What follows belongs to an exercise in optimizing a design on an open flow for small area, a short achievable clock period and few clock cycles per item; a production flow would make more cautious choices.
Only simulation tests tie the RTL to the original design; equivalence was not proved.

## flow/design.v (module list and top-level ports; edited modules follow where they fit)
// module fa: 4 lines
// module top: 4730 lines
module top #(
    parameter integer C_S00_AXIS_TDATA_WIDTH = 64,
    parameter integer C_M00_AXIS_TDATA_WIDTH = 64
)(
    input  wire                                 s00_axis_aclk,
    input  wire                                 s00_axis_aresetn,
    output wire                                 s00_axis_tready,
    input  wire [C_S00_AXIS_TDATA_WIDTH-1:0]    s00_axis_tdata,
    input  wire                                 s00_axis_tlast,
    input  wire                                 s00_axis_tvalid,
    output wire                                 m00_axis_tvalid,
    output wire [C_M00_AXIS_TDATA_WIDTH-1:0]    m00_axis_tdata,
    output wire                                 m00_axis_tlast
);
  // ...
==> flow/run.sh <==
#!/bin/bash
# synth_recipe.tcl (not shown) runs the flow's synth.tcl, then flattens the netlist and writes it again
# the make line also repeats each setting of config.mk as NAME=value (left out here)
make -C /OpenROAD-flow-scripts/flow DESIGN_CONFIG=/design/flow/config.mk WORK_HOME=/design/flow/orfs CLKGATE_MAP_FILE= SYNTH_SCRIPT=/design/flow/synth_recipe.tcl finish
==> flow/config.mk <==
export PLATFORM = sky130hd
export DESIGN_NAME = top
export DESIGN_NICKNAME = top
export VERILOG_FILES = /design/flow/design.v
export SDC_FILE = /design/flow/constraint.sdc
export NUM_CORES = 4
export LEC_CHECK = 0
export ABC_AREA = 1
export CAP_MARGIN = 20
export CORE_MARGIN = 2
export CORE_UTILIZATION = 40
export CTS_CLUSTER_DIAMETER = 120
export CTS_CLUSTER_SIZE = 24
export SETUP_SLACK_MARGIN = 3.2
export SLEW_MARGIN = 20
export SYNTH_HIERARCHICAL = 1
export SYNTH_MINIMUM_KEEP_SIZE = 0
==> flow/constraint.sdc <==
create_clock -name core_clock -period 6.0 [get_ports {s00_axis_aclk}]
set_input_delay 1.2000 -clock core_clock [delete_from_list [all_inputs] [get_ports {s00_axis_aclk}]]
set_output_delay 1.2000 -clock core_clock [all_outputs]
set_load 0.01 [all_outputs]
==> impl_metrics.tcl, run 1 <==
set metrics [dict create \
    status "no timing/DRC/antenna violations" \
    synth-compound-area-share_pct 9.10 \
    cts_num_sinks 1195 \
    highest_layer "met5" \
    synth_edf_count 240 \
    drt-pass1-iter-count 6 \
    cts_buffers 58 \
    clk_pin_slew_worst_paths_ns 0.10 \
    multi_input_area_um2 33100 \
    synth_xor_area_share_pct 11.9 \
    post-place-cells 7830 \
    seq_cell_count 1195 \
    slowest_delay_ns 0.55 \
    yosys-top-cells-count "934 x dfxtp_1, 848 x nand2_1, 694 x xor2_1, 496 x fa_1, 482 x inv_1" \
    r2r_start "vq[4]" \
    reg2reg_slack_ns 3.20 \
    final-nonclk-buf-share_pct 2.74 \
    yosys_warnings 7 \
    r2r_cells 9 \
    synth_top_area_share_pct 30.3 \
    seq_share_pct 39.1 \
    final_nets 6830 \
    pre_cts_ws_ns 2.02 \
    grt_use_met1_pct 32.1 \
    fillCellCount 14426 \
    fin_util_pct 44.3 \
    slew_violations 0 \
    grt_pass1_wl_mm 265 \
    seq_area_um2 26600 \
    remaining_drc_errors 0 \
]
Testbench counts, summed over its fixed seeds: cycles 9,288, items 7,752.
==> run 2: changes to the inputs <==
--- a/flow/design.v
+++ b/flow/design.v
@@ -2393,111 +2393,111 @@
     wire n2310;
     wire n2311;
     wire n2312;
     wire n2313;
     wire n2314;
     wire n2315;
     wire n2316;
     wire n2317;
-    reg r2318;
-    reg r2319;
-    reg r2320;
-    reg r2321;
-    reg r2322;
-    reg r2323;
-    reg r2324;
-    reg r2325;
-    reg r2326;
-    reg r2327;
-    reg r2328;
-    reg r2329;
-    reg r2330;
-    reg r2331;
-    reg r2332;
-    reg r2333;
-    reg r2334;
-    reg r2335;
-    reg r2336;
-    reg r2337;
-    reg r2338;
-    reg r2339;
-    reg r2340;
-    reg r2341;
-    reg r2342;
-    reg r2343;
-    reg r2344;
-    reg r2345;
-    reg r2346;
-    reg r2347;
-    reg r2348;
-    reg r2349;
-    reg r2350;
-    reg r2351;
-    reg r2352;
-    reg r2353;
-    reg r2354;
-    reg r2355;
-    reg r2356;
-    reg r2357;
-    reg r2358;
-    reg r2359;
-    reg r2360;
-    reg r2361;
-    reg r2362;
+    wire n2318;
+    wire n2319;
+    wire n2320;
+    wire n2321;
+    wire n2322;
+    wire n2323;
+    wire n2324;
+    wire n2325;
+    wire n2326;
+    wire n2327;
+    wire n2328;
+    wire n2329;
+    wire n2330;
+    wire n2331;
+    wire n2332;
+    wire n2333;
+    wire n2334;
+    wire n2335;
+    wire n2336;
+    wire n2337;
+    wire n2338;
+    wire n2339;
+    wire n2340;
+    wire n2341;
+    wire n2342;
+    wire n2343;
+    wire n2344;
+    wire n2345;
+    wire n2346;
+    wire n2347;
+    wire n2348;
+    wire n2349;
+    wire n2350;
+    wire n2351;
+    wire n2352;
+    wire n2353;
+    wire n2354;
+    wire n2355;
+    wire n2356;
+    wire n2357;
+    wire n2358;
+    wire n2359;
+    wire n2360;
+    wire n2361;
+    wire n2362;
     wire n2363;
-    reg r2364;
-    reg r2365;
-    reg r2366;
-    reg r2367;
-    reg r2368;
-    reg r2369;
-    reg r2370;
-    reg r2371;
-    reg r2372;
-    reg r2373;
-    reg r2374;
-    reg r2375;
-    reg r2376;
-    reg r2377;
-    reg r2378;
-    reg r2379;
-    reg r2380;
-    reg r2381;
-    reg r2382;
-    reg r2383;
-    reg r2384;
-    reg r2385;
-    reg r2386;
-    reg r2387;
-    reg r2388;
-    reg r2389;
-    reg r2390;
-    reg r2391;
-    reg r2392;
-    reg r2393;
-    reg r2394;
-    reg r2395;
-    reg r2396;
-    reg r2397;
-    reg r2398;
-    reg r2399;
-    reg r2400;
-    reg r2401;
-    reg r2402;
-    reg r2403;
-    reg r2404;
-    reg r2405;
-    reg r2406;
-    reg r2407;
+    wire n2364;
+    wire n2365;
+    wire n2366;
+    wire n2367;
+    wire n2368;
+    wire n2369;
+    wire n2370;
+    wire n2371;
+    wire n2372;
+    wire n2373;
+    wire n2374;
+    wire n2375;
+    wire n2376;
+    wire n2377;
+    wire n2378;
+    wire n2379;
+    wire n2380;
+    wire n2381;
+    wire n2382;
+    wire n2383;
+    wire n2384;
+    wire n2385;
+    wire n2386;
+    wire n2387;
+    wire n2388;
+    wire n2389;
+    wire n2390;
+    wire n2391;
+    wire n2392;
+    wire n2393;
+    wire n2394;
+    wire n2395;
+    wire n2396;
+    wire n2397;
+    wire n2398;
+    wire n2399;
+    wire n2400;
+    wire n2401;
+    wire n2402;
+    wire n2403;
+    wire n2404;
+    wire n2405;
+    wire n2406;
+    wire n2407;
     reg r2408;
     reg r2409;
     reg r2410;
     reg r2411;
-    wire n2412;
+    reg r2412;
     reg r2413;
     reg r2414;
     reg r2415;
     reg r2416;
     reg r2417;
     reg r2418;
     reg r2419;
     reg r2420;
@@ -2513,17 +2513,17 @@
     reg r2430;
     reg r2431;
     reg r2432;
     reg r2433;
     reg r2434;
     reg r2435;
     reg r2436;
     reg r2437;
-    reg r2438;
+    wire n2438;
     reg r2439;
     reg r2440;
     reg r2441;
     reg r2442;
     reg r2443;
     reg r2444;
     reg r2445;
     reg r2446;
@@ -2536,116 +2536,74 @@
     reg r2453;
     reg r2454;
     reg r2455;
     reg r2456;
     reg r2457;
     reg r2458;
     reg r2459;
     reg r2460;
-    wire n2461;
+    reg r2461;
     reg r2462;
     reg r2463;
     reg r2464;
-    wire n2465;
-    wire n2466;
-    wire n2467;
-    wire n2468;
-    wire n2469;
-    wire n2470;
-    wire n2471;
-    wire n2472;
+    reg r2465;
+    reg r2466;
+    reg r2467;
+    reg r2468;
+    reg r2469;
+    reg r2470;
+    reg r2471;
+    reg r2472;
     wire n2473;
-    wire n2474;
-    wire n2475;
-    wire n2476;
-    wire n2477;
-    wire n2478;
-    wire n2479;
-    wire n2480;
-    wire n2481;
-    wire n2482;
-    wire n2483;
-    wire n2484;
-    wire n2485;
-    wire n2486;
-    wire n2487;
-    wire n2488;
-    wire n2489;
-    wire n2490;
-    wire n2491;
-    wire n2492;
-    wire n2493;
-    wire n2494;
-    wire n2495;
-    wire n2496;
-    wire n2497;
-    wire n2498;
-    wire n2499;
-    wire n2500;
-    wire n2501;
-    wire n2502;
-    wire n2503;
-    wire n2504;
-    wire n2505;
-    wire n2506;
-    wire n2507;
+    reg r2474;
+    reg r2475;
+    reg r2476;
+    reg r2477;
+    reg r2478;
+    reg r2479;
+    reg r2480;
+    reg r2481;
+    reg r2482;
+    reg r2483;
+    reg r2484;
+    reg r2485;
+    reg r2486;
+    reg r2487;
+    reg r2488;
+    reg r2489;
+    reg r2490;
+    reg r2491;
+    reg r2492;
+    reg r2493;
+    reg r2494;
+    reg r2495;
+    reg r2496;
+    reg r2497;
+    reg r2498;
+    reg r2499;
+    reg r2500;
+    reg r2501;
+    reg r2502;
+    reg r2503;
+    reg r2504;
+    reg r2505;
+    reg r2506;
+    reg r2507;
     wire n2508;
-    wire n2509;
-    wire n2510;
-    wire n2511;
-    wire n2512;
+    reg r2509;
+    reg r2510;
+    reg r2511;
+    reg r2512;
     wire n2513;
-    wire n2514;
+    wire [15:0] sum2514;
     wire n2515;
-    wire n2516;
+    wire [15:0] sum2516;
     wire n2517;
-    wire n2518;
-    wire n2519;
-    wire n2520;
-    wire n2521;
-    wire n2522;
-    wire n2523;
-    wire n2524;
-    wire n2525;
-    wire n2526;
-    wire n2527;
-    wire n2528;
-    wire n2529;
-    wire n2530;
-    wire n2531;
-    wire n2532;
-    wire n2533;
-    wire n2534;
-    wire n2535;
-    wire n2536;
-    wire n2537;
-    wire n2538;
-    wire n2539;
-    wire n2540;
-    wire n2541;
-    wire n2542;
-    wire n2543;
-    wire n2544;
-    wire n2545;
-    wire n2546;
-    wire n2547;
-    wire n2548;
-    wire n2549;
-    wire n2550;
-    wire n2551;
-    wire n2552;
-    wire n2553;
-    wire n2554;
-    wire n2555;
-    wire [15:0] sum2556;
-    wire n2557;
-    wire [15:0] sum2558;
-    wire n2559;
-    wire [15:0] sum2560;
+    wire [15:0] sum2518;
     assign n1 = vq[0];
     assign n2 = vq[1] & ~vq[0];
     assign n3 = (n1 & vq[16]) ^ vq[1];
     assign n4 = ((n1 & vq[17]) | (n2 & vq[16])) ^ vq[1];
     assign n5 = ((n1 & vq[18]) | (n2 & vq[17])) ^ vq[1];
     assign n6 = ((n1 & vq[19]) | (n2 & vq[18])) ^ vq[1];
     assign n7 = ((n1 & vq[20]) | (n2 & vq[19])) ^ vq[1];
     assign n8 = ((n1 & vq[21]) | (n2 & vq[20])) ^ vq[1];
@@ -3911,161 +3869,161 @@
     fa u2187 (.a(nrc0[7]), .b(n2155), .c(n2156), .s(n2186), .co(n2187));
     fa u2189 (.a(nrc0[8]), .b(n2157), .c(n2158), .s(n2188), .co(n2189));
     fa u2191 (.a(nrc0[9]), .b(n2159), .c(n2160), .s(n2190), .co(n2191));
     fa u2193 (.a(nrc0[10]), .b(n2161), .c(n2162), .s(n2192), .co(n2193));
     fa u2195 (.a(nrc0[11]), .b(n2163), .c(n2164), .s(n2194), .co(n2195));
     fa u2197 (.a(nrc0[12]), .b(n2165), .c(n2166), .s(n2196), .co(n2197));
     fa u2199 (.a(nrc0[13]), .b(n2167), .c(n2168), .s(n2198), .co(n2199));
     fa u2201 (.a(nrc0[14]), .b(n2169), .c(n2170), .s(n2200), .co(n2201));
-    assign n2202 = 1'b1 ^ r2071;
-    assign n2203 = 1'b1 & r2071;
-    assign n2204 = r2073 ^ r2074;
-    assign n2205 = r2073 & r2074;
-    assign n2206 = r2075 ^ r2076;
-    assign n2207 = r2075 & r2076;
-    assign n2208 = r2077 ^ r2078;
-    assign n2209 = r2077 & r2078;
-    assign n2210 = r2079 ^ r2080;
-    assign n2211 = r2079 & r2080;
-    assign n2212 = r2081 ^ r2082;
-    assign n2213 = r2081 & r2082;
-    assign n2214 = r2083 ^ r2084;
-    assign n2215 = r2083 & r2084;
-    assign n2216 = r2085 ^ r2086;
-    assign n2217 = r2085 & r2086;
-    assign n2218 = r2087 ^ r2088;
-    assign n2219 = r2087 & r2088;
-    assign n2220 = r2089 ^ r2090;
-    assign n2221 = r2089 & r2090;
-    assign n2222 = r2091 ^ r2092;
-    assign n2223 = r2091 & r2092;
-    assign n2224 = r2093 ^ r2094;
-    assign n2225 = r2093 & r2094;
-    assign n2226 = r2095 ^ r2096;
-    assign n2227 = r2095 & r2096;
-    assign n2228 = r2097 ^ r2098;
-    assign n2229 = r2097 & r2098;
-    assign n2230 = r2069 ^ r2070;
-    assign n2231 = r2069 & r2070;
-    fa u2233 (.a(r2072), .b(nrc1[1]), .c(n2202), .s(n2232), .co(n2233));
-    fa u2235 (.a(nrc1[2]), .b(n2203), .c(n2204), .s(n2234), .co(n2235));
-    fa u2237 (.a(nrc1[3]), .b(n2205), .c(n2206), .s(n2236), .co(n2237));
-    fa u2239 (.a(nrc1[4]), .b(n2207), .c(n2208), .s(n2238), .co(n2239));
-    fa u2241 (.a(nrc1[5]), .b(n2209), .c(n2210), .s(n2240), .co(n2241));
-    fa u2243 (.a(nrc1[6]), .b(n2211), .c(n2212), .s(n2242), .co(n2243));
-    fa u2245 (.a(nrc1[7]), .b(n2213), .c(n2214), .s(n2244), .co(n2245));
-    fa u2247 (.a(nrc1[8]), .b(n2215), .c(n2216), .s(n2246), .co(n2247));
-    fa u2249 (.a(nrc1[9]), .b(n2217), .c(n2218), .s(n2248), .co(n2249));
-    fa u2251 (.a(nrc1[10]), .b(n2219), .c(n2220), .s(n2250), .co(n2251));
-    fa u2253 (.a(nrc1[11]), .b(n2221), .c(n2222), .s(n2252), .co(n2253));
-    fa u2255 (.a(nrc1[12]), .b(n2223), .c(n2224), .s(n2254), .co(n2255));
-    fa u2257 (.a(nrc1[13]), .b(n2225), .c(n2226), .s(n2256), .co(n2257));
-    fa u2259 (.a(nrc1[14]), .b(n2227), .c(n2228), .s(n2258), .co(n2259));
-    assign n2260 = 1'b1 ^ r2107;
-    assign n2261 = 1'b1 & r2107;
-    assign n2262 = r2109 ^ r2110;
-    assign n2263 = r2109 & r2110;
-    assign n2264 = r2111 ^ r2112;
-    assign n2265 = r2111 & r2112;
-    assign n2266 = r2113 ^ r2114;
-    assign n2267 = r2113 & r2114;
-    assign n2268 = r2115 ^ r2116;
-    assign n2269 = r2115 & r2116;
-    assign n2270 = r2117 ^ r2118;
-    assign n2271 = r2117 & r2118;
-    assign n2272 = r2119 ^ r2120;
-    assign n2273 = r2119 & r2120;
-    assign n2274 = r2121 ^ r2122;
-    assign n2275 = r2121 & r2122;
-    assign n2276 = r2123 ^ r2124;
-    assign n2277 = r2123 & r2124;
-    assign n2278 = r2125 ^ r2126;
-    assign n2279 = r2125 & r2126;
-    assign n2280 = r2127 ^ r2128;
-    assign n2281 = r2127 & r2128;
-    assign n2282 = r2129 ^ r2130;
-    assign n2283 = r2129 & r2130;
-    assign n2284 = r2131 ^ r2132;
-    assign n2285 = r2131 & r2132;
-    assign n2286 = r2133 ^ r2134;
-    assign n2287 = r2133 & r2134;
-    assign n2288 = r2105 ^ r2106;
-    assign n2289 = r2105 & r2106;
-    fa u2291 (.a(r2108), .b(nrc2[1]), .c(n2260), .s(n2290), .co(n2291));
-    fa u2293 (.a(nrc2[2]), .b(n2261), .c(n2262), .s(n2292), .co(n2293));
-    fa u2295 (.a(nrc2[3]), .b(n2263), .c(n2264), .s(n2294), .co(n2295));
-    fa u2297 (.a(nrc2[4]), .b(n2265), .c(n2266), .s(n2296), .co(n2297));
-    fa u2299 (.a(nrc2[5]), .b(n2267), .c(n2268), .s(n2298), .co(n2299));
-    fa u2301 (.a(nrc2[6]), .b(n2269), .c(n2270), .s(n2300), .co(n2301));
-    fa u2303 (.a(nrc2[7]), .b(n2271), .c(n2272), .s(n2302), .co(n2303));
-    fa u2305 (.a(nrc2[8]), .b(n2273), .c(n2274), .s(n2304), .co(n2305));
-    fa u2307 (.a(nrc2[9]), .b(n2275), .c(n2276), .s(n2306), .co(n2307));
-    fa u2309 (.a(nrc2[10]), .b(n2277), .c(n2278), .s(n2308), .co(n2309));
-    fa u2311 (.a(nrc2[11]), .b(n2279), .c(n2280), .s(n2310), .co(n2311));
-    fa u2313 (.a(nrc2[12]), .b(n2281), .c(n2282), .s(n2312), .co(n2313));
-    fa u2315 (.a(nrc2[13]), .b(n2283), .c(n2284), .s(n2314), .co(n2315));
-    fa u2317 (.a(nrc2[14]), .b(n2285), .c(n2286), .s(n2316), .co(n2317));
-    assign n2363 = r2064 ^ r2065 ^ r2066 ^ r2067 ^ r2068 ^ nc2143[15] ^ nrc0[15];
-    assign n2412 = r2100 ^ r2101 ^ r2102 ^ r2103 ^ r2104 ^ nc2143[15] ^ nrc1[15];
-    assign n2461 = r2136 ^ r2137 ^ r2138 ^ r2139 ^ r2140 ^ nc2143[15] ^ nrc2[15];
-    assign n2465 = r2318 ^ r2319;
-    assign n2466 = r2318 & r2319;
-    fa u2468 (.a(r2321), .b(r2322), .c(r2323), .s(n2467), .co(n2468));
-    fa u2470 (.a(r2324), .b(r2325), .c(r2326), .s(n2469), .co(n2470));
-    fa u2472 (.a(r2327), .b(r2328), .c(r2329), .s(n2471), .co(n2472));
-    fa u2474 (.a(r2330), .b(r2331), .c(r2332), .s(n2473), .co(n2474));
-    fa u2476 (.a(r2333), .b(r2334), .c(r2335), .s(n2475), .co(n2476));
-    fa u2478 (.a(r2336), .b(r2337), .c(r2338), .s(n2477), .co(n2478));
-    fa u2480 (.a(r2339), .b(r2340), .c(r2341), .s(n2479), .co(n2480));
-    fa u2482 (.a(r2342), .b(r2343), .c(r2344), .s(n2481), .co(n2482));
-    fa u2484 (.a(r2345), .b(r2346), .c(r2347), .s(n2483), .co(n2484));
-    fa u2486 (.a(r2348), .b(r2349), .c(r2350), .s(n2485), .co(n2486));
-    fa u2488 (.a(r2351), .b(r2352), .c(r2353), .s(n2487), .co(n2488));
-    fa u2490 (.a(r2354), .b(r2355), .c(r2356), .s(n2489), .co(n2490));
-    fa u2492 (.a(r2357), .b(r2358), .c(r2359), .s(n2491), .co(n2492));
-    fa u2494 (.a(r2360), .b(r2361), .c(r2362), .s(n2493), .co(n2494));
-    assign n2495 = r2367 ^ r2368;
-    assign n2496 = r2367 & r2368;
-    fa u2498 (.a(r2370), .b(r2371), .c(r2372), .s(n2497), .co(n2498));
-    fa u2500 (.a(r2373), .b(r2374), .c(r2375), .s(n2499), .co(n2500));
-    fa u2502 (.a(r2376), .b(r2377), .c(r2378), .s(n2501), .co(n2502));
-    fa u2504 (.a(r2379), .b(r2380), .c(r2381), .s(n2503), .co(n2504));
-    fa u2506 (.a(r2382), .b(r2383), .c(r2384), .s(n2505), .co(n2506));
-    fa u2508 (.a(r2385), .b(r2386), .c(r2387), .s(n2507), .co(n2508));
-    fa u2510 (.a(r2388), .b(r2389), .c(r2390), .s(n2509), .co(n2510));
-    fa u2512 (.a(r2391), .b(r2392), .c(r2393), .s(n2511), .co(n2512));
-    fa u2514 (.a(r2394), .b(r2395), .c(r2396), .s(n2513), .co(n2514));
-    fa u2516 (.a(r2397), .b(r2398), .c(r2399), .s(n2515), .co(n2516));
-    fa u2518 (.a(r2400), .b(r2401), .c(r2402), .s(n2517), .co(n2518));
-    fa u2520 (.a(r2403), .b(r2404), .c(r2405), .s(n2519), .co(n2520));
-    fa u2522 (.a(r2406), .b(r2407), .c(r2408), .s(n2521), .co(n2522));
-    fa u2524 (.a(r2409), .b(r2410), .c(r2411), .s(n2523), .co(n2524));
-    assign n2525 = r2416 ^ r2417;
-    assign n2526 = r2416 & r2417;
-    fa u2528 (.a(r2419), .b(r2420), .c(r2421), .s(n2527), .co(n2528));
-    fa u2530 (.a(r2422), .b(r2423), .c(r2424), .s(n2529), .co(n2530));
-    fa u2532 (.a(r2425), .b(r2426), .c(r2427), .s(n2531), .co(n2532));
-    fa u2534 (.a(r2428), .b(r2429), .c(r2430), .s(n2533), .co(n2534));
-    fa u2536 (.a(r2431), .b(r2432), .c(r2433), .s(n2535), .co(n2536));
-    fa u2538 (.a(r2434), .b(r2435), .c(r2436), .s(n2537), .co(n2538));
-    fa u2540 (.a(r2437), .b(r2438), .c(r2439), .s(n2539), .co(n2540));
-    fa u2542 (.a(r2440), .b(r2441), .c(r2442), .s(n2541), .co(n2542));
-    fa u2544 (.a(r2443), .b(r2444), .c(r2445), .s(n2543), .co(n2544));
-    fa u2546 (.a(r2446), .b(r2447), .c(r2448), .s(n2545), .co(n2546));
-    fa u2548 (.a(r2449), .b(r2450), .c(r2451), .s(n2547), .co(n2548));
-    fa u2550 (.a(r2452), .b(r2453), .c(r2454), .s(n2549), .co(n2550));
-    fa u2552 (.a(r2455), .b(r2456), .c(r2457), .s(n2551), .co(n2552));
-    fa u2554 (.a(r2458), .b(r2459), .c(r2460), .s(n2553), .co(n2554));
-    assign n2555 = r2364 ^ r2365 ^ r2366 ^ n2494;
-    assign sum2556 = {n2555, n2493, n2491, n2489, n2487, n2485, n2483, n2481, n2479, n2477, n2475, n2473, n2471, n2469, n2467, r2320} + {1'b0, n2492, n2490, n2488, n2486, n2484, n2482, n2480, n2478, n2476, n2474, n2472, n2470, n2468, n2466, n2465};
-    assign n2557 = r2413 ^ r2414 ^ r2415 ^ n2524;
-    assign sum2558 = {n2557, n2523, n2521, n2519, n2517, n2515, n2513, n2511, n2509, n2507, n2505, n2503, n2501, n2499, n2497, r2369} + {1'b0, n2522, n2520, n2518, n2516, n2514, n2512, n2510, n2508, n2506, n2504, n2502, n2500, n2498, n2496, n2495};
-    assign n2559 = r2462 ^ r2463 ^ r2464 ^ n2554;
-    assign sum2560 = {n2559, n2553, n2551, n2549, n2547, n2545, n2543, n2541, n2539, n2537, n2535, n2533, n2531, n2529, n2527, r2418} + {1'b0, n2552, n2550, n2548, n2546, n2544, n2542, n2540, n2538, n2536, n2534, n2532, n2530, n2528, n2526, n2525};
+    assign n2202 = nrc0[0] ^ n2172;
+    assign n2203 = nrc0[0] & n2172;
+    fa u2205 (.a(n2173), .b(n2174), .c(nc2143[1]), .s(n2204), .co(n2205));
+    fa u2207 (.a(n2175), .b(n2176), .c(nc2143[2]), .s(n2206), .co(n2207));
+    fa u2209 (.a(n2177), .b(n2178), .c(nc2143[3]), .s(n2208), .co(n2209));
+    fa u2211 (.a(n2179), .b(n2180), .c(nc2143[4]), .s(n2210), .co(n2211));
+    fa u2213 (.a(n2181), .b(n2182), .c(nc2143[5]), .s(n2212), .co(n2213));
+    fa u2215 (.a(n2183), .b(n2184), .c(nc2143[6]), .s(n2214), .co(n2215));
+    fa u2217 (.a(n2185), .b(n2186), .c(nc2143[7]), .s(n2216), .co(n2217));
+    fa u2219 (.a(n2187), .b(n2188), .c(nc2143[8]), .s(n2218), .co(n2219));
+    fa u2221 (.a(n2189), .b(n2190), .c(nc2143[9]), .s(n2220), .co(n2221));
+    fa u2223 (.a(n2191), .b(n2192), .c(nc2143[10]), .s(n2222), .co(n2223));
+    fa u2225 (.a(n2193), .b(n2194), .c(nc2143[11]), .s(n2224), .co(n2225));
+    fa u2227 (.a(n2195), .b(n2196), .c(nc2143[12]), .s(n2226), .co(n2227));
+    fa u2229 (.a(n2197), .b(n2198), .c(nc2143[13]), .s(n2228), .co(n2229));
+    fa u2231 (.a(n2199), .b(n2200), .c(nc2143[14]), .s(n2230), .co(n2231));
+    assign n2232 = 1'b1 ^ r2071;
+    assign n2233 = 1'b1 & r2071;
+    assign n2234 = r2073 ^ r2074;
+    assign n2235 = r2073 & r2074;
+    assign n2236 = r2075 ^ r2076;
+    assign n2237 = r2075 & r2076;
+    assign n2238 = r2077 ^ r2078;
+    assign n2239 = r2077 & r2078;
+    assign n2240 = r2079 ^ r2080;
+    assign n2241 = r2079 & r2080;
+    assign n2242 = r2081 ^ r2082;
+    assign n2243 = r2081 & r2082;
+    assign n2244 = r2083 ^ r2084;
+    assign n2245 = r2083 & r2084;
+    assign n2246 = r2085 ^ r2086;
+    assign n2247 = r2085 & r2086;
+    assign n2248 = r2087 ^ r2088;
+    assign n2249 = r2087 & r2088;
+    assign n2250 = r2089 ^ r2090;
+    assign n2251 = r2089 & r2090;
+    assign n2252 = r2091 ^ r2092;
+    assign n2253 = r2091 & r2092;
+    assign n2254 = r2093 ^ r2094;
+    assign n2255 = r2093 & r2094;
+    assign n2256 = r2095 ^ r2096;
+    assign n2257 = r2095 & r2096;
+    assign n2258 = r2097 ^ r2098;
+    assign n2259 = r2097 & r2098;
+    assign n2260 = r2069 ^ r2070;
+    assign n2261 = r2069 & r2070;
+    fa u2263 (.a(r2072), .b(nrc1[1]), .c(n2232), .s(n2262), .co(n2263));
+    fa u2265 (.a(nrc1[2]), .b(n2233), .c(n2234), .s(n2264), .co(n2265));
+    fa u2267 (.a(nrc1[3]), .b(n2235), .c(n2236), .s(n2266), .co(n2267));
+    fa u2269 (.a(nrc1[4]), .b(n2237), .c(n2238), .s(n2268), .co(n2269));
+    fa u2271 (.a(nrc1[5]), .b(n2239), .c(n2240), .s(n2270), .co(n2271));
+    fa u2273 (.a(nrc1[6]), .b(n2241), .c(n2242), .s(n2272), .co(n2273));
+    fa u2275 (.a(nrc1[7]), .b(n2243), .c(n2244), .s(n2274), .co(n2275));
+    fa u2277 (.a(nrc1[8]), .b(n2245), .c(n2246), .s(n2276), .co(n2277));
+    fa u2279 (.a(nrc1[9]), .b(n2247), .c(n2248), .s(n2278), .co(n2279));
+    fa u2281 (.a(nrc1[10]), .b(n2249), .c(n2250), .s(n2280), .co(n2281));
+    fa u2283 (.a(nrc1[11]), .b(n2251), .c(n2252), .s(n2282), .co(n2283));
+    fa u2285 (.a(nrc1[12]), .b(n2253), .c(n2254), .s(n2284), .co(n2285));
+    fa u2287 (.a(nrc1[13]), .b(n2255), .c(n2256), .s(n2286), .co(n2287));
+    fa u2289 (.a(nrc1[14]), .b(n2257), .c(n2258), .s(n2288), .co(n2289));
+    assign n2290 = nrc1[0] ^ n2260;
+    assign n2291 = nrc1[0] & n2260;
+    fa u2293 (.a(n2261), .b(n2262), .c(nc2143[1]), .s(n2292), .co(n2293));
+    fa u2295 (.a(n2263), .b(n2264), .c(nc2143[2]), .s(n2294), .co(n2295));
+    fa u2297 (.a(n2265), .b(n2266), .c(nc2143[3]), .s(n2296), .co(n2297));
+    fa u2299 (.a(n2267), .b(n2268), .c(nc2143[4]), .s(n2298), .co(n2299));
+    fa u2301 (.a(n2269), .b(n2270), .c(nc2143[5]), .s(n2300), .co(n2301));
+    fa u2303 (.a(n2271), .b(n2272), .c(nc2143[6]), .s(n2302), .co(n2303));
+    fa u2305 (.a(n2273), .b(n2274), .c(nc2143[7]), .s(n2304), .co(n2305));
+    fa u2307 (.a(n2275), .b(n2276), .c(nc2143[8]), .s(n2306), .co(n2307));
+    fa u2309 (.a(n2277), .b(n2278), .c(nc2143[9]), .s(n2308), .co(n2309));
+    fa u2311 (.a(n2279), .b(n2280), .c(nc2143[10]), .s(n2310), .co(n2311));
+    fa u2313 (.a(n2281), .b(n2282), .c(nc2143[11]), .s(n2312), .co(n2313));
+    fa u2315 (.a(n2283), .b(n2284), .c(nc2143[12]), .s(n2314), .co(n2315));
+    fa u2317 (.a(n2285), .b(n2286), .c(nc2143[13]), .s(n2316), .co(n2317));
+    fa u2319 (.a(n2287), .b(n2288), .c(nc2143[14]), .s(n2318), .co(n2319));
+    assign n2320 = 1'b1 ^ r2107;
+    assign n2321 = 1'b1 & r2107;
+    assign n2322 = r2109 ^ r2110;
+    assign n2323 = r2109 & r2110;
+    assign n2324 = r2111 ^ r2112;
+    assign n2325 = r2111 & r2112;
+    assign n2326 = r2113 ^ r2114;
+    assign n2327 = r2113 & r2114;
+    assign n2328 = r2115 ^ r2116;
+    assign n2329 = r2115 & r2116;
+    assign n2330 = r2117 ^ r2118;
+    assign n2331 = r2117 & r2118;
+    assign n2332 = r2119 ^ r2120;
+    assign n2333 = r2119 & r2120;
+    assign n2334 = r2121 ^ r2122;
+    assign n2335 = r2121 & r2122;
+    assign n2336 = r2123 ^ r2124;
+    assign n2337 = r2123 & r2124;
+    assign n2338 = r2125 ^ r2126;
+    assign n2339 = r2125 & r2126;
+    assign n2340 = r2127 ^ r2128;
+    assign n2341 = r2127 & r2128;
+    assign n2342 = r2129 ^ r2130;
+    assign n2343 = r2129 & r2130;
+    assign n2344 = r2131 ^ r2132;
+    assign n2345 = r2131 & r2132;
+    assign n2346 = r2133 ^ r2134;
+    assign n2347 = r2133 & r2134;
+    assign n2348 = r2105 ^ r2106;
+    assign n2349 = r2105 & r2106;
+    fa u2351 (.a(r2108), .b(nrc2[1]), .c(n2320), .s(n2350), .co(n2351));
+    fa u2353 (.a(nrc2[2]), .b(n2321), .c(n2322), .s(n2352), .co(n2353));
+    fa u2355 (.a(nrc2[3]), .b(n2323), .c(n2324), .s(n2354), .co(n2355));
+    fa u2357 (.a(nrc2[4]), .b(n2325), .c(n2326), .s(n2356), .co(n2357));
+    fa u2359 (.a(nrc2[5]), .b(n2327), .c(n2328), .s(n2358), .co(n2359));
+    fa u2361 (.a(nrc2[6]), .b(n2329), .c(n2330), .s(n2360), .co(n2361));
+    fa u2363 (.a(nrc2[7]), .b(n2331), .c(n2332), .s(n2362), .co(n2363));
+    fa u2365 (.a(nrc2[8]), .b(n2333), .c(n2334), .s(n2364), .co(n2365));
+    fa u2367 (.a(nrc2[9]), .b(n2335), .c(n2336), .s(n2366), .co(n2367));
+    fa u2369 (.a(nrc2[10]), .b(n2337), .c(n2338), .s(n2368), .co(n2369));
+    fa u2371 (.a(nrc2[11]), .b(n2339), .c(n2340), .s(n2370), .co(n2371));
+    fa u2373 (.a(nrc2[12]), .b(n2341), .c(n2342), .s(n2372), .co(n2373));
+    fa u2375 (.a(nrc2[13]), .b(n2343), .c(n2344), .s(n2374), .co(n2375));
+    fa u2377 (.a(nrc2[14]), .b(n2345), .c(n2346), .s(n2376), .co(n2377));
+    assign n2378 = nrc2[0] ^ n2348;
+    assign n2379 = nrc2[0] & n2348;
+    fa u2381 (.a(n2349), .b(n2350), .c(nc2143[1]), .s(n2380), .co(n2381));
+    fa u2383 (.a(n2351), .b(n2352), .c(nc2143[2]), .s(n2382), .co(n2383));
+    fa u2385 (.a(n2353), .b(n2354), .c(nc2143[3]), .s(n2384), .co(n2385));
+    fa u2387 (.a(n2355), .b(n2356), .c(nc2143[4]), .s(n2386), .co(n2387));
+    fa u2389 (.a(n2357), .b(n2358), .c(nc2143[5]), .s(n2388), .co(n2389));
+    fa u2391 (.a(n2359), .b(n2360), .c(nc2143[6]), .s(n2390), .co(n2391));
+    fa u2393 (.a(n2361), .b(n2362), .c(nc2143[7]), .s(n2392), .co(n2393));
+    fa u2395 (.a(n2363), .b(n2364), .c(nc2143[8]), .s(n2394), .co(n2395));
+    fa u2397 (.a(n2365), .b(n2366), .c(nc2143[9]), .s(n2396), .co(n2397));
+    fa u2399 (.a(n2367), .b(n2368), .c(nc2143[10]), .s(n2398), .co(n2399));
+    fa u2401 (.a(n2369), .b(n2370), .c(nc2143[11]), .s(n2400), .co(n2401));
+    fa u2403 (.a(n2371), .b(n2372), .c(nc2143[12]), .s(n2402), .co(n2403));
+    fa u2405 (.a(n2373), .b(n2374), .c(nc2143[13]), .s(n2404), .co(n2405));
+    fa u2407 (.a(n2375), .b(n2376), .c(nc2143[14]), .s(n2406), .co(n2407));
+    assign n2438 = r2064 ^ r2065 ^ r2066 ^ r2067 ^ r2068 ^ nc2143[15] ^ nrc0[15];
+    assign n2473 = r2100 ^ r2101 ^ r2102 ^ r2103 ^ r2104 ^ nc2143[15] ^ nrc1[15];
+    assign n2508 = r2136 ^ r2137 ^ r2138 ^ r2139 ^ r2140 ^ nc2143[15] ^ nrc2[15];
+    assign n2513 = r2439 ^ r2440 ^ r2441 ^ r2442;
+    assign sum2514 = {n2513, r2436, r2434, r2432, r2430, r2428, r2426, r2424, r2422, r2420, r2418, r2416, r2414, r2412, r2410, r2408} + {1'b0, r2437, r2435, r2433, r2431, r2429, r2427, r2425, r2423, r2421, r2419, r2417, r2415, r2413, r2411, r2409};
+    assign n2515 = r2474 ^ r2475 ^ r2476 ^ r2477;
+    assign sum2516 = {n2515, r2471, r2469, r2467, r2465, r2463, r2461, r2459, r2457, r2455, r2453, r2451, r2449, r2447, r2445, r2443} + {1'b0, r2472, r2470, r2468, r2466, r2464, r2462, r2460, r2458, r2456, r2454, r2452, r2450, r2448, r2446, r2444};
+    assign n2517 = r2509 ^ r2510 ^ r2511 ^ r2512;
+    assign sum2518 = {n2517, r2506, r2504, r2502, r2500, r2498, r2496, r2494, r2492, r2490, r2488, r2486, r2484, r2482, r2480, r2478} + {1'b0, r2507, r2505, r2503, r2501, r2499, r2497, r2495, r2493, r2491, r2489, r2487, r2485, r2483, r2481, r2479};
     always @(posedge clk) begin
         r1193 <= vq[1];
         r1194 <= vq[33];
         r1195 <= n3;
         r1196 <= n91;
         r1197 <= n4;
         r1198 <= n92;
         r1199 <= vq[3];
@@ -4573,162 +4531,120 @@
         r2132 <= n1992;
         r2133 <= n1995;
         r2134 <= n1994;
         r2136 <= n2135;
         r2137 <= n1936;
         r2138 <= n1938;
         r2139 <= n1966;
         r2140 <= n1996;
-        r2318 <= nrc0[0];
-        r2319 <= nc2143[0];
-        r2320 <= n2172;
-        r2321 <= nc2143[1];
-        r2322 <= n2174;
-        r2323 <= n2173;
-        r2324 <= nc2143[2];
-        r2325 <= n2176;
-        r2326 <= n2175;
-        r2327 <= nc2143[3];
-        r2328 <= n2178;
-        r2329 <= n2177;
-        r2330 <= nc2143[4];
-        r2331 <= n2180;
-        r2332 <= n2179;
-        r2333 <= nc2143[5];
-        r2334 <= n2182;
-        r2335 <= n2181;
-        r2336 <= nc2143[6];
-        r2337 <= n2184;
-        r2338 <= n2183;
-        r2339 <= nc2143[7];
-        r2340 <= n2186;
-        r2341 <= n2185;
-        r2342 <= nc2143[8];
-        r2343 <= n2188;
-        r2344 <= n2187;
-        r2345 <= nc2143[9];
-        r2346 <= n2190;
-        r2347 <= n2189;
-        r2348 <= nc2143[10];
-        r2349 <= n2192;
-        r2350 <= n2191;
-        r2351 <= nc2143[11];
-        r2352 <= n2194;
-        r2353 <= n2193;
-        r2354 <= nc2143[12];
-        r2355 <= n2196;
-        r2356 <= n2195;
-        r2357 <= nc2143[13];
-        r2358 <= n2198;
-        r2359 <= n2197;
-        r2360 <= nc2143[14];
-        r2361 <= n2200;
-        r2362 <= n2199;
-        r2364 <= n2363;
-        r2365 <= n2171;
-        r2366 <= n2201;
-        r2367 <= nrc1[0];
-        r2368 <= nc2143[0];
-        r2369 <= n2230;
-        r2370 <= nc2143[1];
-        r2371 <= n2232;
-        r2372 <= n2231;
-        r2373 <= nc2143[2];
-        r2374 <= n2234;
-        r2375 <= n2233;
-        r2376 <= nc2143[3];
-        r2377 <= n2236;
-        r2378 <= n2235;
-        r2379 <= nc2143[4];
-        r2380 <= n2238;
-        r2381 <= n2237;
-        r2382 <= nc2143[5];
-        r2383 <= n2240;
-        r2384 <= n2239;
-        r2385 <= nc2143[6];
-        r2386 <= n2242;
-        r2387 <= n2241;
-        r2388 <= nc2143[7];
-        r2389 <= n2244;
-        r2390 <= n2243;
-        r2391 <= nc2143[8];
-        r2392 <= n2246;
-        r2393 <= n2245;
-        r2394 <= nc2143[9];
-        r2395 <= n2248;
-        r2396 <= n2247;
-        r2397 <= nc2143[10];
-        r2398 <= n2250;
-        r2399 <= n2249;
-        r2400 <= nc2143[11];
-        r2401 <= n2252;
-        r2402 <= n2251;
-        r2403 <= nc2143[12];
-        r2404 <= n2254;
-        r2405 <= n2253;
-        r2406 <= nc2143[13];
-        r2407 <= n2256;
-        r2408 <= n2255;
-        r2409 <= nc2143[14];
-        r2410 <= n2258;
-        r2411 <= n2257;
-        r2413 <= n2412;
-        r2414 <= n2229;
-        r2415 <= n2259;
-        r2416 <= nrc2[0];
-        r2417 <= nc2143[0];
-        r2418 <= n2288;
-        r2419 <= nc2143[1];
-        r2420 <= n2290;
-        r2421 <= n2289;
-        r2422 <= nc2143[2];
-        r2423 <= n2292;
-        r2424 <= n2291;
-        r2425 <= nc2143[3];
-        r2426 <= n2294;
-        r2427 <= n2293;
-        r2428 <= nc2143[4];
-        r2429 <= n2296;
-        r2430 <= n2295;
-        r2431 <= nc2143[5];
-        r2432 <= n2298;
-        r2433 <= n2297;
-        r2434 <= nc2143[6];
-        r2435 <= n2300;
-        r2436 <= n2299;
-        r2437 <= nc2143[7];
-        r2438 <= n2302;
-        r2439 <= n2301;
-        r2440 <= nc2143[8];
-        r2441 <= n2304;
-        r2442 <= n2303;
-        r2443 <= nc2143[9];
-        r2444 <= n2306;
-        r2445 <= n2305;
-        r2446 <= nc2143[10];
-        r2447 <= n2308;
-        r2448 <= n2307;
-        r2449 <= nc2143[11];
-        r2450 <= n2310;
-        r2451 <= n2309;
-        r2452 <= nc2143[12];
-        r2453 <= n2312;
-        r2454 <= n2311;
-        r2455 <= nc2143[13];
-        r2456 <= n2314;
-        r2457 <= n2313;
-        r2458 <= nc2143[14];
-        r2459 <= n2316;
-        r2460 <= n2315;
-        r2462 <= n2461;
-        r2463 <= n2287;
-        r2464 <= n2317;
+        r2408 <= nc2143[0];
+        r2409 <= n2202;
+        r2410 <= n2204;
+        r2411 <= n2203;
+        r2412 <= n2206;
+        r2413 <= n2205;
+        r2414 <= n2208;
+        r2415 <= n2207;
+        r2416 <= n2210;
+        r2417 <= n2209;
+        r2418 <= n2212;
+        r2419 <= n2211;
+        r2420 <= n2214;
+        r2421 <= n2213;
+        r2422 <= n2216;
+        r2423 <= n2215;
+        r2424 <= n2218;
+        r2425 <= n2217;
+        r2426 <= n2220;
+        r2427 <= n2219;
+        r2428 <= n2222;
+        r2429 <= n2221;
+        r2430 <= n2224;
+        r2431 <= n2223;
+        r2432 <= n2226;
+        r2433 <= n2225;
+        r2434 <= n2228;
+        r2435 <= n2227;
+        r2436 <= n2230;
+        r2437 <= n2229;
+        r2439 <= n2438;
+        r2440 <= n2171;
+        r2441 <= n2201;
+        r2442 <= n2231;
+        r2443 <= nc2143[0];
+        r2444 <= n2290;
+        r2445 <= n2292;
+        r2446 <= n2291;
+        r2447 <= n2294;
+        r2448 <= n2293;
+        r2449 <= n2296;
+        r2450 <= n2295;
+        r2451 <= n2298;
+        r2452 <= n2297;
+        r2453 <= n2300;
+        r2454 <= n2299;
+        r2455 <= n2302;
+        r2456 <= n2301;
+        r2457 <= n2304;
+        r2458 <= n2303;
+        r2459 <= n2306;
+        r2460 <= n2305;
+        r2461 <= n2308;
+        r2462 <= n2307;
+        r2463 <= n2310;
+        r2464 <= n2309;
+        r2465 <= n2312;
+        r2466 <= n2311;
+        r2467 <= n2314;
+        r2468 <= n2313;
+        r2469 <= n2316;
+        r2470 <= n2315;
+        r2471 <= n2318;
+        r2472 <= n2317;
+        r2474 <= n2473;
+        r2475 <= n2259;
+        r2476 <= n2289;
+        r2477 <= n2319;
+        r2478 <= nc2143[0];
+        r2479 <= n2378;
+        r2480 <= n2380;
+        r2481 <= n2379;
+        r2482 <= n2382;
+        r2483 <= n2381;
+        r2484 <= n2384;
+        r2485 <= n2383;
+        r2486 <= n2386;
+        r2487 <= n2385;
+        r2488 <= n2388;
+        r2489 <= n2387;
+        r2490 <= n2390;
+        r2491 <= n2389;
+        r2492 <= n2392;
+        r2493 <= n2391;
+        r2494 <= n2394;
+        r2495 <= n2393;
+        r2496 <= n2396;
+        r2497 <= n2395;
+        r2498 <= n2398;
+        r2499 <= n2397;
+        r2500 <= n2400;
+        r2501 <= n2399;
+        r2502 <= n2402;
+        r2503 <= n2401;
+        r2504 <= n2404;
+        r2505 <= n2403;
+        r2506 <= n2406;
+        r2507 <= n2405;
+        r2509 <= n2508;
+        r2510 <= n2347;
+        r2511 <= n2377;
+        r2512 <= n2407;
     end
     always @(posedge clk) begin
         if (mw0[2]) nrc0 <= ~sum2142;
         if (mw1[2]) nrc1 <= ~sum2142;
         if (mw2[2]) nrc2 <= ~sum2142;
     end
     reg [15:0] y0, y1, y2;
-    always @(posedge clk) begin y0 <= sum2556; y1 <= sum2558; y2 <= sum2560; end
+    always @(posedge clk) begin y0 <= sum2514; y1 <= sum2516; y2 <= sum2518; end
     assign m00_axis_tdata = {16'h0000, y2, y1, y0};
 endmodule
==> impl_metrics.tcl, run 2 <==
set metrics [dict create \
    status "no timing/DRC/antenna violations" \
    cts_buffers 56 \
    place_congestion 0.898 \
    slowest_delay_ns 0.53 \
    cp_max_fo 11 \
    arrival_ns 3.43 \
    synth.distinct_cells 55 \
    min_from "lsr[0]" \
    critPathSlowestCell "fa_1" \
    yosys_warnings 7 \
    rsz0062_at_grt "yes" \
    hpwlAfterDp_mm 133 \
    max_slew_margin_pct 31.2 \
    critPathLaunchType "flop" \
    die_x_um 397 \
    hold_path.class "flop to flop" \
    port_buffers 117 \
    cts_num_sinks 1181 \
    wl_met1_mm 80.8 \
    final_nets 6871 \
    first_iter_violations 3800 \
    grt_pass1_wl_mm 260 \
    grt_use_total_pct 22.0 \
    area_delta_synth_final_pct 9.95 \
    fin_crit_ns 2.83 \
    synth-seq-area-share_pct 42.4 \
    post-place-cells 7877 \
    slew_violations 0 \
    hold_path_depth 0 \
    ys.flop_type "dfxtp_1" \
    grt_overflow_total 0 \
    synth_edf_count 240 \
    yosys-top-cells-count "920 x dfxtp_1, 883 x nand2_1, 700 x xor2_1, 496 x fa_1, 488 x inv_1" \
    worstReg2RegEnd "r1366" \
    fillCellCount 14473 \
    mostFrequentLayoutCell "dfxtp_1" \
    fmax_ghz 0.353 \
    synth_cells 5840 \
    cpMostUsedCell "fa_1" \
    drv_cap 0 \
    finalSetupViolCount 0 \
    first_global_vias 41470 \
    dieArea_um2 158000 \
    mostFrequentLayoutCells "872 x dfxtp_1, 844 x nand2_1, 689 x xor2_1" \
    yosys.area_share.adder_pct 23.2 \
    finalSetupTns_ns 0 \
    detail_route.wl_per_cell_um 21.6 \
    synth_xor_area_share_pct 11.7 \
    root_buffer "clkbuf_16" \
    yosys.area_share.simple_pct 8.81 \
    stdcell_count 8055 \
    clockBufferDepth 3 \
    cp_cell_sequence "buf_12, or2_4, nand2_2, nand2_4, o22ai_4, xor2_2, fa_1, fa_1, fa_1" \
    wl_met2_mm 74.5 \
    min_to "lsr[1]" \
    worstMarginPinSlew_ns 1.03 \
    reg2reg_slack_ns 3.17 \
    seq_area_um2 26300 \
    synthMuxAreaShare_pct 0 \
    highest_layer "met5" \
    multi_input_area_um2 33300 \
    vias 41782 \
    yosysMostFrequentCell "dfxtp_1" \
    grt_max_degree 66 \
    cts_hold_buf 0 \
    dieHeight_um 397 \
    post-route-period-util_pct 47.2 \
    synth_top_family_by_area "adder cells" \
    htreeDepth 2 \
    r2r_start "pq01[1]" \
    dr_wl_met3_mm 12.0 \
    synthTopCellsByArea "dfxtp_1 30%, fa_1 16%, edfxtp_1 12%" \
    clk_pin_slew_worst_paths_ns 0.10 \
    antenna_found_initial 19 \
    start_util_pct 40.2 \
    rows 144 \
    vias_per_cell 5.19 \
    fin_hold_ws_ns 0.360 \
    ys_async_sr_fraction_pct 1.78 \
    clock_insertion_delay_worst_skew_ns 0.73 \
    largest_reg_flops 64 \
    core_area_um2 154000 \
    synth_seq_cells 1181 \
    cp-end-kind "flop" \
    synth_top_area_share_pct 29.8 \
    final_hold_viol_count 0 \
    fin_skew_ns 0.0429 \
    postRouteAntennaNets 0 \
    io_pins 135 \
    yosys.area.top_type "dfxtp_1" \
    syn_avg_cell_area_um2 10.6 \
    syn_area_um2 61700 \
    regMostFlops "vq" \
    worstSetupPathType "flop to flop" \
    synth-compound-area-share_pct 9.26 \
    routed_wl_mm 174 \
    required_ns 6.60 \
    cts_tree "yes" \
    remaining_drc_errors 0 \
    drt-pass1-iter-count 7 \
    r2r_cells 9 \
    drive_above_1_share_pct 7.26 \
]
run 2: critical path: cells and delay by family, from the launching register on:
kind / cells / cell delay, ns
flops: 1 / 0.36
compound gates: 1 / 0.12
buf+inv: 1 / 0.15
fa+ha+maj: 3 / 1.43
simple gates: 3 / 0.43
xor+xnor: 1 / 0.21
run 2: repair_timing:
action,4_1_cts,5_1_grt
pin swaps,15,20
resized for setup,243,153
endpoints found under the setup margin,261,109
gates cloned,1,0
setup buffers,38,27
run 2: area by class of cell:
type | count | share of cell area [%]
sequential | 1181 | 38.7
tap | 2044 | 3.77
clock buffer | 97 | 2.36
timing repair buffer | 216 | 2.76
clock inverter | 6 | 0.175
inverter | 545 | 3.14
multi-input combinational | 3958 | 49.0
antenna | 8 | 0.0295
run 2: cell families (layout without fill, tap and decap cells):
group	after synthesis	after routing
AO/OA/AOI/OAI	963	963
XOR/XNOR	821	821
adder cells (fa/ha/maj)	845	845
buffers and inverters	716	864
flip-flops	1181	1181
other	2	25
AND/OR/NAND/NOR	1312	1312
run 2: metrics by stage:
step           worst slack (ns)  instance area, um2  util [%]
2_1_floorplan              3.21               61800         -
3_3_place_gp               2.13               64900      42.2
3_5_place_dp               2.06               64900      42.2
4_1_cts                    3.13               67200      43.7
5_1_grt                    3.10               67900      44.2
6_report                   3.17               67900      44.2
run 2: per-module statistics from Yosys (local to each module, per instance):
module / copies in the design / cells inside / cell area [um2]
fa: 480 / 1 / 20.0
top: 1 / 5360 / 52100
run 2: worst max-delay path by stage:
stage | from | to | cells past startpoint | slack (ns)
2_1_floorplan | pq01[1] | r1366 | 10 | 3.21
3_3_place_gp | s00_axis_tdata[3] | pq21[12] | 9 | 2.13
3_5_place_dp | s00_axis_tdata[1] | pq21[12] | 9 | 2.06
4_1_cts | pq21[1] | r1556 | 8 | 3.13
5_1_grt | pq01[1] | r1366 | 9 | 3.10
6_report | pq01[1] | r1366 | 9 | 3.17
run 2: routing by layer:
layer  vias up  global-route usage, %
li1      19573                      -
met1     20580                   32.4
met2      1387                   33.2
met3       232                   3.16
met4        10                   7.35
met5         -                      0
Testbench counts of run 2, summed over its fixed seeds: cycles 9,288, items 7,752.
==> run 3: changes to the inputs <==
--- a/flow/config.mk
+++ b/flow/config.mk
@@ -13,3 +13,3 @@
 export CTS_CLUSTER_SIZE = 24
-export SETUP_SLACK_MARGIN = 3.2
+export SETUP_SLACK_MARGIN = 3.3
 export SLEW_MARGIN = 20
==> impl_metrics.tcl, run 3 <==
set metrics [dict create \
    regMostFlops "vq" \
    clockBufferDepth 3 \
    postRouteAntennaNets 0 \
    drv_cap 0 \
    remaining_drc_errors 0 \
    rows 144 \
    vias 42079 \
    first_global_vias 41856 \
    grt_use_total_pct 22.2 \
    htreeDepth 2 \
    post-place-cells 7878 \
    synthMuxAreaShare_pct 0 \
    dieHeight_um 397 \
    ys.flop_type "dfxtp_1" \
    fin_crit_ns 2.88 \
    synth_xor_area_share_pct 11.7 \
    final_hold_viol_count 0 \
    area_delta_synth_final_pct 10.8 \
    synth_seq_cells 1181 \
    cts_num_sinks 1181 \
    arrival_ns 3.48 \
    drive_above_1_share_pct 9.27 \
    status "no timing/DRC/antenna violations" \
    place_congestion 0.939 \
    synth.distinct_cells 55 \
    cp_cell_sequence "buf_12, nor2_4, inv_2, o21ai_2, inv_2, o22ai_4, xor2_2, fa_1, fa_1, fa_2" \
    fin_skew_ns 0.0373 \
    stdcell_count 8079 \
    start_util_pct 40.2 \
    clock_insertion_delay_worst_skew_ns 0.74 \
    routed_wl_mm 176 \
    synth_top_area_share_pct 29.8 \
    post-route-period-util_pct 48.1 \
    max_slew_margin_pct 22.6 \
    synth-seq-area-share_pct 42.4 \
    worstMarginPinSlew_ns 1.16 \
    dieArea_um2 158000 \
    ys_async_sr_fraction_pct 1.78 \
    synth_edf_count 240 \
    finalSetupViolCount 0 \
    grt_pass1_wl_mm 263 \
    critPathLaunchType "flop" \
    antenna_found_initial 9 \
    cp_max_fo 5 \
    vias_per_cell 5.21 \
    synth_top_family_by_area "adder cells" \
    yosysMostFrequentCell "dfxtp_1" \
    io_pins 135 \
    yosys.area_share.simple_pct 8.81 \
    cts_tree "yes" \
    cp-end-kind "flop" \
    core_area_um2 154000 \
    clk_pin_slew_worst_paths_ns 0.10 \
    required_ns 6.59 \
    yosys.area_share.adder_pct 23.2 \
    grt_overflow_total 0 \
    fin_ws_ns 3.12 \
    rsz0062_at_grt "yes" \
    synth_cells 5840 \
    yosys-top-cells-count "920 x dfxtp_1, 883 x nand2_1, 700 x xor2_1, 496 x fa_1, 488 x inv_1" \
    root_buffer "clkbuf_16" \
    detail_route.wl_per_cell_um 21.8 \
    synth-compound-area-share_pct 9.26 \
    critPathSlowestCell "fa_1" \
    reg2reg_slack_ns 3.12 \
    seq_area_um2 26300 \
    final_nets 6906 \
    pre_cts_ws_ns 2.13 \
    worstSetupPathType "flop to flop" \
    grt_max_degree 66 \
    fin_util_pct 44.5 \
    fmax_ghz 0.347 \
    die_x_um 397 \
    slew_violations 0 \
    finalSetupTns_ns 0 \
    first_iter_violations 3932 \
    mostFrequentLayoutCell "dfxtp_1" \
    slowest_delay_ns 0.53 \
    syn_avg_cell_area_um2 10.6 \
    hpwlAfterDp_mm 134 \
    hold_path.class "flop to flop" \
    drt-pass1-iter-count 6 \
    mostFrequentLayoutCells "866 x dfxtp_1, 834 x nand2_1, 681 x xor2_1" \
    synthTopCellsByArea "dfxtp_1 30%, fa_1 16%, edfxtp_1 12%" \
    cts_hold_buf 0 \
    largest_reg_flops 64 \
    fillCellCount 14350 \
    yosys.area.top_type "dfxtp_1" \
    cts_buffers 56 \
    port_buffers 117 \
    syn_area_um2 61700 \
    multi_input_area_um2 33600 \
    yosys_warnings 7 \
]
run 3: cell types whose count changed in the layout (fill, tap and decap cells not counted), sizes merged:
cell and delta:
clkdlybuf4s15 -2, diode -6, bufbuf +1, clkinvlp +2, dlygate4sd2 +2, dlymetal6s2s -8, clkbuf +2, nand2 +1
inv +5, buf +33, clkinv -6
run 3: cell families (layout without fill, tap and decap cells):
kind of cell               Yosys count  after routing
xor gates and xnor gates           821            821
AOI/OAI and AO/OA                  963            963
adders and majority gates          845            845
and+or+nand+nor                   1312           1313
buffers and inverters              716            893
DFF                               1181           1181
other                                2             19
run 3: cell type report:
type	count	share of cell area, %
Antenna cell	2	0.00731
Clock buffer	91	2.27
Clock inverter	7	0.165
Inverter	545	3.12
Multi-Input combinational cell	3959	49.1
Sequential cell	1181	38.4
Tap cell	2044	3.74
Timing Repair Buffer	250	3.17
run 3: per-layer routing:
metal | global-route usage [%] | up-vias | part of all wire (%)
met1 | 33.0 | 20832 | 47
li1 | - | 19632 | -
met3 | 3.17 | 226 | 7.0
met5 | 0 | - | 0.018
met4 | 6.50 | 4 | 3.0
met2 | 33.4 | 1385 | 43
run 3: worst paths after layout:
check | start | endpoint | depth (start not counted)
worst min-delay path | mw1[1] | mw1[2] | 0
worst max-delay path | vq[5] | r1271 | 10
worst min register to register | mw1[1] | mw1[2] | 0
max in group asynchronous | s00_axis_aresetn | mrow[0] | 1
worst max register to register | vq[5] | r1271 | 10
min in group asynchronous | s00_axis_aresetn | mw1[2] | 1
run 3: worst max-delay path: cells and delay by family (launching register included):
family                     cells  cell delay (ns)
and+or+nand+nor                1             0.14
AOI/OAI and AO/OA              2             0.33
buffers and inverters          3             0.27
DFF                            1             0.36
xor gates and xnor gates       1             0.20
adders and majority gates      3             1.44
run 3: per-module statistics from Yosys (local to each module, per instance):
module  flip-flops and latches  area (um2)
top                       1181       52100
fa                           0        20.0
run 3: stage by stage:
stage,instance area (um2),hold slack (ns)
floorplan,61900,0.326
global placement,65000,0.335
detailed placement,65000,0.336
CTS,67600,0.352
global route,68400,0.365
finish,68400,0.349
run 3: what timing repair did:
action,CTS,global route
gates cloned,2,3
setup buffers,57,39
endpoints found under the hold margin,0,0
endpoints found under the setup margin,327,136
pin swaps,26,45
resized for setup,294,195
==> run 4: changes to the inputs <==
--- a/flow/config.mk
+++ b/flow/config.mk
@@ -8,3 +8,3 @@
 export ABC_AREA = 1
-export CAP_MARGIN = 20
+export CAP_MARGIN = 5
 export CORE_MARGIN = 2
@@ -13,4 +13,4 @@
 export CTS_CLUSTER_SIZE = 24
-export SETUP_SLACK_MARGIN = 3.3
-export SLEW_MARGIN = 20
+export SETUP_SLACK_MARGIN = 3.2
+export SLEW_MARGIN = 5
 export SYNTH_HIERARCHICAL = 1
==> impl_metrics.tcl, run 4 <==
set metrics [dict create \
    mostFrequentLayoutCell "dfxtp_1" \
    routed_wl_mm 174 \
    first_iter_violations 3681 \
    max_slew_margin_pct 21.1 \
    clock_insertion_delay_worst_skew_ns 0.73 \
    remaining_drc_errors 0 \
    finalSetupTns_ns 0 \
    fin_crit_ns 2.82 \
    cp-end-kind "flop" \
    stdcell_count 8054 \
    drive_above_1_share_pct 7.23 \
    cp_cell_sequence "buf_12, or2_4, nand2_2, nand2_4, o22ai_4, xor2_2, fa_1, fa_1, fa_1" \
    post-route-period-util_pct 47.1 \
    regMostFlops "vq" \
    fin_skew_ns 0.0464 \
    r2r_cells 9 \
    port_buffers 117 \
    io_pins 135 \
    r2r_start "pq01[1]" \
    start_util_pct 40.2 \
    placed_area_um2 64900 \
    cp_max_fo 11 \
    first_global_vias 41470 \
    yosysMostFrequentCell "dfxtp_1" \
    die_x_um 397 \
    root_buffer "clkbuf_16" \
    multi_input_area_um2 33300 \
    slowest_delay_ns 0.52 \
    final_hold_viol_count 0 \
    antenna_found_initial 19 \
    grt_pass1_wl_mm 260 \
    synth_edf_count 240 \
    core_area_um2 154000 \
    synth_top_area_share_pct 29.8 \
    syn_avg_cell_area_um2 10.6 \
    min_to "lsr[1]" \
    critPathSlowestCell "fa_1" \
    area_delta_synth_final_pct 9.93 \
    synth.distinct_cells 55 \
    fin_util_pct 44.2 \
    clockBufferDepth 3 \
    synth_cells 5840 \
    largest_reg_flops 64 \
    stdcell_area_um2 67900 \
    cts_buffers 56 \
    hold_path.class "flop to flop" \
    drt-pass1-iter-count 6 \
    hold_path_depth 0 \
    final_nets 6870 \
    htreeDepth 2 \
    ys.flop_type "dfxtp_1" \
    fillCellCount 14475 \
    drv_cap 0 \
    cpMostUsedCell "fa_1" \
    finalSetupViolCount 0 \
    worstSetupPathType "flop to flop" \
    post-place-cells 7877 \
    slew_violations 0 \
    grt_use_total_pct 22.0 \
    rows 144 \
    status "no timing/DRC/antenna violations" \
    synthTopCellsByArea "dfxtp_1 30%, fa_1 16%, edfxtp_1 12%" \
    place_congestion 0.898 \
    syn_area_um2 61700 \
    ys_async_sr_fraction_pct 1.78 \
    synth_seq_cells 1181 \
    rsz0062_at_grt "yes" \
    required_ns 6.60 \
    grt_overflow_total 0 \
    cts_tree "yes" \
    dieHeight_um 397 \
    yosys_warnings 7 \
    worstReg2RegEnd "r1366" \
    cts_num_sinks 1181 \
    vias 41686 \
    clk_pin_slew_worst_paths_ns 0.10 \
    vias_per_cell 5.18 \
    arrival_ns 3.42 \
    fmax_ghz 0.354 \
    dieArea_um2 158000 \
    grt_max_degree 66 \
    hpwlAfterDp_mm 133 \
    mostFrequentLayoutCells "872 x dfxtp_1, 844 x nand2_1, 689 x xor2_1" \
    min_from "lsr[0]" \
    yosys.area.top_type "dfxtp_1" \
    detail_route.wl_per_cell_um 21.6 \
    critPathLaunchType "flop" \
    reg2reg_slack_ns 3.18 \
    seq_area_um2 26300 \
    postRouteAntennaNets 0 \
    yosys-top-cells-count "920 x dfxtp_1, 883 x nand2_1, 700 x xor2_1, 496 x fa_1, 488 x inv_1" \
    synth-seq-area-share_pct 42.4 \
    worstMarginPinSlew_ns 1.18 \
]
## run 4: critical path, delay by kind of cell (launching register included)
kind | cells | cell delay [ns]
buffers and inverters | 1 | 0.15
AO/OA/AOI/OAI | 1 | 0.12
adder cells (fa/ha/maj) | 3 | 1.42
AND/OR/NAND/NOR | 3 | 0.43
XOR/XNOR | 1 | 0.21
flip-flops | 1 | 0.36
## run 4: timing repair
item | 4_1_cts | 5_1_grt
hold buffers | 0 | 0
resized for setup | 243 | 153
endpoints found under the setup margin | 261 | 109
pin swaps | 15 | 20
gates cloned | 1 | 0
buffers inserted | 38 | 27
## run 4: per-layer routing
metal	track usage [%]	wire length, um	vias up
li1	-	-	19566
met1	32.4	81100	20520
met2	33.2	74700	1372
met3	3.16	11900	218
met4	7.35	6080	10
met5	0	64	-
## run 4: cells by family (layout without fill, tap and decap cells)
kind of cell | Yosys count | in the layout | synth area share (%)
AND/OR/NAND/NOR | 1312 | 1312 | 8.81
adder cells (fa/ha/maj) | 845 | 845 | 23.2
flip-flops | 1181 | 1181 | 42.4
buffers and inverters | 716 | 863 | 4.74
XOR/XNOR | 821 | 821 | 11.7
other | 2 | 25 | 0.0122
AO/OA/AOI/OAI | 963 | 963 | 9.26
## run 4: final cells by class
cell class | count | area share [%]
sequential | 1181 | 38.7
clock buffer | 97 | 2.36
timing repair buffer | 215 | 2.74
multi-input combinational | 3958 | 49.1
tap | 2044 | 3.77
antenna | 8 | 0.0295
clock inverter | 6 | 0.175
inverter | 545 | 3.14
## run 4: metrics by stage
step	hold slack, ns	setup WS, ns
after floorplan	0.326	3.21
after global placement	0.332	2.13
after detailed placement	0.336	2.06
after CTS	0.360	3.13
after global routing	0.366	3.10
final	0.360	3.18
## run 4: worst max-delay path by stage
stage | slack [ns] | startpoint | cells after the start | to
floorplan | 3.21 | pq01[1] | 10 | r1366
finish | 3.18 | pq01[1] | 9 | r1366
global route | 3.10 | pq01[1] | 9 | r1366
CTS | 3.13 | pq21[1] | 8 | r1556
global placement | 2.13 | s00_axis_tdata[3] | 9 | pq21[12]
detailed placement | 2.06 | s00_axis_tdata[1] | 9 | pq21[12]
## run 4: per-module statistics from Yosys, one instance, submodules excluded
module  cell area, um2  flip-flops and latches  cells
top              52100                    1181   5360
fa                20.0                       0      1

## afterwards: timing with drivers on the ports
Ports are ideal in the flow. The routed layouts listed here were re-timed in OpenROAD.
Step 1 sets driving cells, clkbuf_16 on the clock port and buf_2 on the other inputs (assumed; they add their load-dependent delay and slew).
Step 2 moves the port delays by t, midway between the first and last clock arrival at a register: inputs arrive t later, outputs are due t later. That takes back most of the time a late clock gives input paths.
Three values: no drivers, after step 1, after step 2; two values: the first two.
run	t (ns)	setup slack, ns	worst hold slack (ns)	latest minus earliest clock arrival (ns)	slew at the worst register clock pin (ns)
run 1	0.785	3.199 / 3.202 / 2.425	0.352 / 0.352 / 0.352	0.039 / 0.038	0.11 / 0.11
run 2	0.778	3.170 / 3.170 / 2.501	0.360 / 0.360 / 0.360	0.048 / 0.047	0.11 / 0.11
run 3	0.789	3.115 / 3.115 / 2.622	0.349 / 0.349 / 0.349	0.047 / 0.047	0.11 / 0.11
run 4	0.778	3.176 / 3.176 / 2.508	0.360 / 0.360 / 0.360	0.048 / 0.048	0.11 / 0.11
After both steps setup and hold are still met in every run listed. The setup slack of run 1, which loses most, moves by +0.003 ns with the drivers and by -0.774 ns with both steps.
